This is an optimization exercise on Yosys and OpenROAD, whose aim is small area, a short achievable clock period and few clock cycles, not a production implementation.
The RTL was checked by simulation tests, not by an equivalence proof against the original design.

job 5105:
==> module expr_unit, before the edit <==
module expr_unit(
  input clk,
  input rst,
  input start,
  input [31:0] i1,
  input [31:0] i2,
  input [31:0] i3,
  output op_ready,
  output done,
  output [31:0] result
);
localparam K  = 4;                  
localparam NC = (32 + K - 1) / K;   
localparam CW = NC < 2 ? 1 : NC < 4 ? 2 : NC < 8 ? 3 : NC < 16 ? 4 : 5;
localparam DW = 31 + K;             
reg s_idle, s_pre, s_div, done_r;
reg rdy_r;             
reg [CW-1:0] cnt;      
reg [CW-1:0] cnx;      
reg [31:0] qa;         
reg [DW-1:0] ds1;      
reg [31:0] b;          
reg [31:0] res;        
assign op_ready = rdy_r;
assign done = done_r;
assign result = res;
function [31:0] carries;
  input [31:0] g_in, p_in;
  input cin;
  reg [32:0] g, p;
  integer l, i, j;
  begin
    g = {g_in, cin};
    p = {p_in, 1'b0};
    for (l = 0; l < 6; l = l + 1)
      for (i = 32; i >= 0; i = i - 1)
        if ((i >> l) & 1) begin
          j = ((i >> l) << l) - 1;
          g[i] = g[i] | (p[i] & g[j]);
          p[i] = p[i] & p[j];
        end
    carries = g[32:1];
  end
endfunction
function [32:0] add_fast;
  input [31:0] x, y;
  input cin;
  reg [31:0] c;
  begin
    c = carries(x & y, x ^ y, cin);
    add_fast = {c[31], (x ^ y) ^ {c[30:0], cin}};
  end
endfunction
function [31:0] sub_small;
  input [31:0] x, y;
  reg c;
  integer i;
  begin
    c = 1'b1;
    for (i = 0; i < 32; i = i + 1) begin
      sub_small[i] = x[i] ^ ~y[i] ^ c;
      c = (x[i] & ~y[i]) | (x[i] & c) | (~y[i] & c);
    end
  end
endfunction
function [5:0] width;   
  input [31:0] x;
  integer i;
  begin
    width = 6'd0;
    for (i = 0; i < 32; i = i + 1) if (x[i]) width = i + 1;
  end
endfunction
function [CW-1:0] ncyc;
  input [31:0] x, d;
  reg [6:0] n;
  begin
    n = {1'b0, width(x)} - {1'b0, width(d)} + 7'd1;
    if (n[6] || n == 7'd0) ncyc = {CW{1'b0}};
    else ncyc = (n + K - 1) / K;
  end
endfunction
function [DW-1:0] align;
  input [31:0] d;
  input [CW-1:0] c;
  reg [CW-1:0] m;
  reg [DW-1:0] v;
  integer i;
  begin
    m = c - 1'b1;
    v = {{(DW-32){1'b0}}, d} << (K - 1);
    for (i = 0; i < CW; i = i + 1) if (m[i]) v = v << (K << i);
    align = v;
  end
endfunction
function [32+32+DW+K-1:0] steps;   
  input [31:0] r;
  input [DW-1:0] ds;
  reg [K-1:0] qb;
  reg [32:0] df;
  reg [31:0] df0;
  reg ovf;
  integer s;
  begin
    for (s = 0; s < K; s = s + 1) begin
      ovf = |(ds >> 32);
      df = add_fast(r, ~ds[31:0], 1'b1);
      if (s == 0) df0 = df[31:0];
      qb[K-1-s] = ~ovf & df[32];
      if (qb[K-1-s]) r = df[31:0];
      ds = ds >> 1;
    end
    steps = {df0, r, ds, qb};
  end
endfunction
function [31:0] place;
  input [CW-1:0] cnt;
  input [K-1:0] qb;
  integer j;
  begin
    for (j = 0; j < 32; j = j + 1)
      place[j] = (cnt == j / K + 1) & qb[j % K];
  end
endfunction
wire [32+32+DW+K-1:0] st = steps(qa, ds1);
wire [31:0] x1 = st[32+32+DW+K-1:32+DW+K];    
wire [31:0] st_r = st[32+DW+K-1:DW+K];
wire [DW-1:0] st_ds = st[DW+K-1:K];
wire [K-1:0] st_q = st[K-1:0];
wire [32:0] d1w = add_fast(b, ~(qa & ~res), 1'b1);
wire [31:0] d1n = d1w[31:0];
wire z1 = (d1n == 32'd0);
wire z2 = (b == 32'd0);
wire [CW-1:0] c1 = z1 ? {CW{1'b0}} : ncyc(x1, d1n);
wire [CW-1:0] c2 = z2 ? {CW{1'b0}} : ncyc(res, b);
wire first1 = c1 != 0;                  
wire go_div = first1 | (c2 != 0);
wire lastc = cnt == 1;                  
wire swap = s_div & lastc & (cnx != 0);
wire last = s_div & lastc & (cnx == 0);
wire al_d1 = s_pre & first1;
wire [DW-1:0] al = align(al_d1 ? d1n : b, al_d1 ? c1 : (s_pre ? c2 : cnx));
wire [31:0] nbc = {~(b[31:1] & res[31:1]), ~(b[0] & res[0]) & ~(z1 & z2)};
wire [32:0] acc = add_fast(s_pre ? qa : res, s_pre ? nbc : place(cnt, st_q),
                           s_pre & ~z1 & ~z2);
always @(posedge clk or posedge rst) begin
  if (rst) begin
    s_idle <= 1'b1;
    rdy_r <= 1'b1;
    s_pre <= 1'b0;
    s_div <= 1'b0;
    done_r <= 1'b0;
  end else begin
    s_idle <= (s_idle & ~start) | (s_pre & ~go_div) | last;
    rdy_r <= (rdy_r & ~start) | (s_pre & ~go_div) | last;
    s_pre <= s_idle & start;
    s_div <= (s_pre & go_div) | (s_div & ~last);
    done_r <= (s_pre & ~go_div) | last;
  end
end
always @(posedge clk) begin
  b <= i2;
  if (s_idle) qa <= i1;
  else if (al_d1) qa <= x1;
  else if (s_pre | swap) qa <= i3;
  else qa <= st_r;
  if (s_idle) ds1 <= {{(DW-32){1'b0}}, i2};
  else if (s_pre | swap) ds1 <= al;
  else ds1 <= st_ds;
  if (s_pre) begin
    cnt <= first1 ? c1 : c2;
    cnx <= first1 ? c2 : {CW{1'b0}};
  end else if (swap) begin
    cnt <= cnx;
    cnx <= {CW{1'b0}};
  end else begin
    cnt <= cnt - 1'b1;
  end
  if (s_idle) res <= i3;
  else res <= acc[31:0];
end
endmodule
clock: 90.0 ns
lec_check: 0
abc_area: 1
cap_margin: 20
core_margin: 2
core_utilization: 40
slew_margin: 20
run.sh (not shown) runs the stock make flow with config.mk's settings and CLKGATE_MAP_FILE= SYNTH_SCRIPT=/design/flow/synth_recipe.tcl, a recipe that flattens the netlist after the stock synthesis.
Testbench counts of job 5105, summed over its fixed seeds: cycles 2,756.
--- input diff job 5105..job 2631 ---
--- a/flow/design.v
+++ b/flow/design.v
@@ -61,10 +61,33 @@
       sub_small[i] = x[i] ^ ~y[i] ^ c;
       c = (x[i] & ~y[i]) | (x[i] & c) | (~y[i] & c);
     end
   end
 endfunction
+function [31:0] sub_bk;
+  input [31:0] x, y;
+  reg [32:0] g, p, pp;
+  integer l, i;
+  begin
+    g = {x & ~y, 1'b1};
+    pp = {x ^ ~y, 1'b0};
+    p = pp;
+    for (l = 0; l < 6; l = l + 1)
+      for (i = 0; i < 33; i = i + 1)
+        if ((i + 1) % (2 << l) == 0) begin
+          g[i] = g[i] | (p[i] & g[i - (1 << l)]);
+          p[i] = p[i] & p[i - (1 << l)];
+        end
+    for (l = 4; l >= 0; l = l - 1)
+      for (i = 0; i < 33; i = i + 1)
+        if ((i + 1) % (2 << l) == (1 << l) && i > (1 << l)) begin
+          g[i] = g[i] | (p[i] & g[i - (1 << l)]);
+          p[i] = p[i] & p[i - (1 << l)];
+        end
+    sub_bk = pp[32:1] ^ g[31:0];
+  end
+endfunction
 function [5:0] width;   
   input [31:0] x;
   integer i;
   begin
     width = 6'd0;
@@ -125,12 +148,11 @@
 wire [32+32+DW+K-1:0] st = steps(qa, ds1);
 wire [31:0] x1 = st[32+32+DW+K-1:32+DW+K];    
 wire [31:0] st_r = st[32+DW+K-1:DW+K];
 wire [DW-1:0] st_ds = st[DW+K-1:K];
 wire [K-1:0] st_q = st[K-1:0];
-wire [32:0] d1w = add_fast(b, ~(qa & ~res), 1'b1);
-wire [31:0] d1n = d1w[31:0];
+wire [31:0] d1n = sub_bk(b, qa & ~res);
 wire z1 = (d1n == 32'd0);
 wire z2 = (b == 32'd0);
 wire [CW-1:0] c1 = z1 ? {CW{1'b0}} : ncyc(x1, d1n);
 wire [CW-1:0] c2 = z2 ? {CW{1'b0}} : ncyc(res, b);
 wire first1 = c1 != 0;                  
- Summary of job 2631 over job 5105: final core utilization saw little to no change, chip height saw a decrease, fraction of the yosys area taken by sequential cells saw an increase, wire length on met1 saw a decrease, number of optimization iterations in the first detailed-route pass saw a decrease.
- Relative to job 5105, count of clock-buffer cells in the layout has gone down in job 2631.
- Post-CTS clock slew at the launch and capture registers of the worst setup and hold paths: job 2631 vs job 5105, no meaningful difference
Testbench counts of job 2631, summed over its fixed seeds: cycles 2,756.

==> what the ideal ports hide <==
In the flow no input, the clock included, has a driving cell. The finished layouts below were timed again as built, in two steps. Step 1 assumes that a clkbuf_16 drives the clock port and a buf_2 every other input. Step 2 also shifts input and output timing later by t, the mid clock arrival at the registers, as if the neighbouring blocks saw the same clock. Slacks: no drivers / after step 1 / after step 2; pairs: no drivers / after step 1.
run | t, ns | setup slack, ns | latest minus earliest clock arrival (ns)
job 5105 | 0.542 | 70.413 / 70.360 / 70.653 | 0.021 / 0.021
job 2631 | 0.540 | 70.362 / 70.311 / 70.755 | 0.012 / 0.011
After both steps every run listed still meets setup and hold.
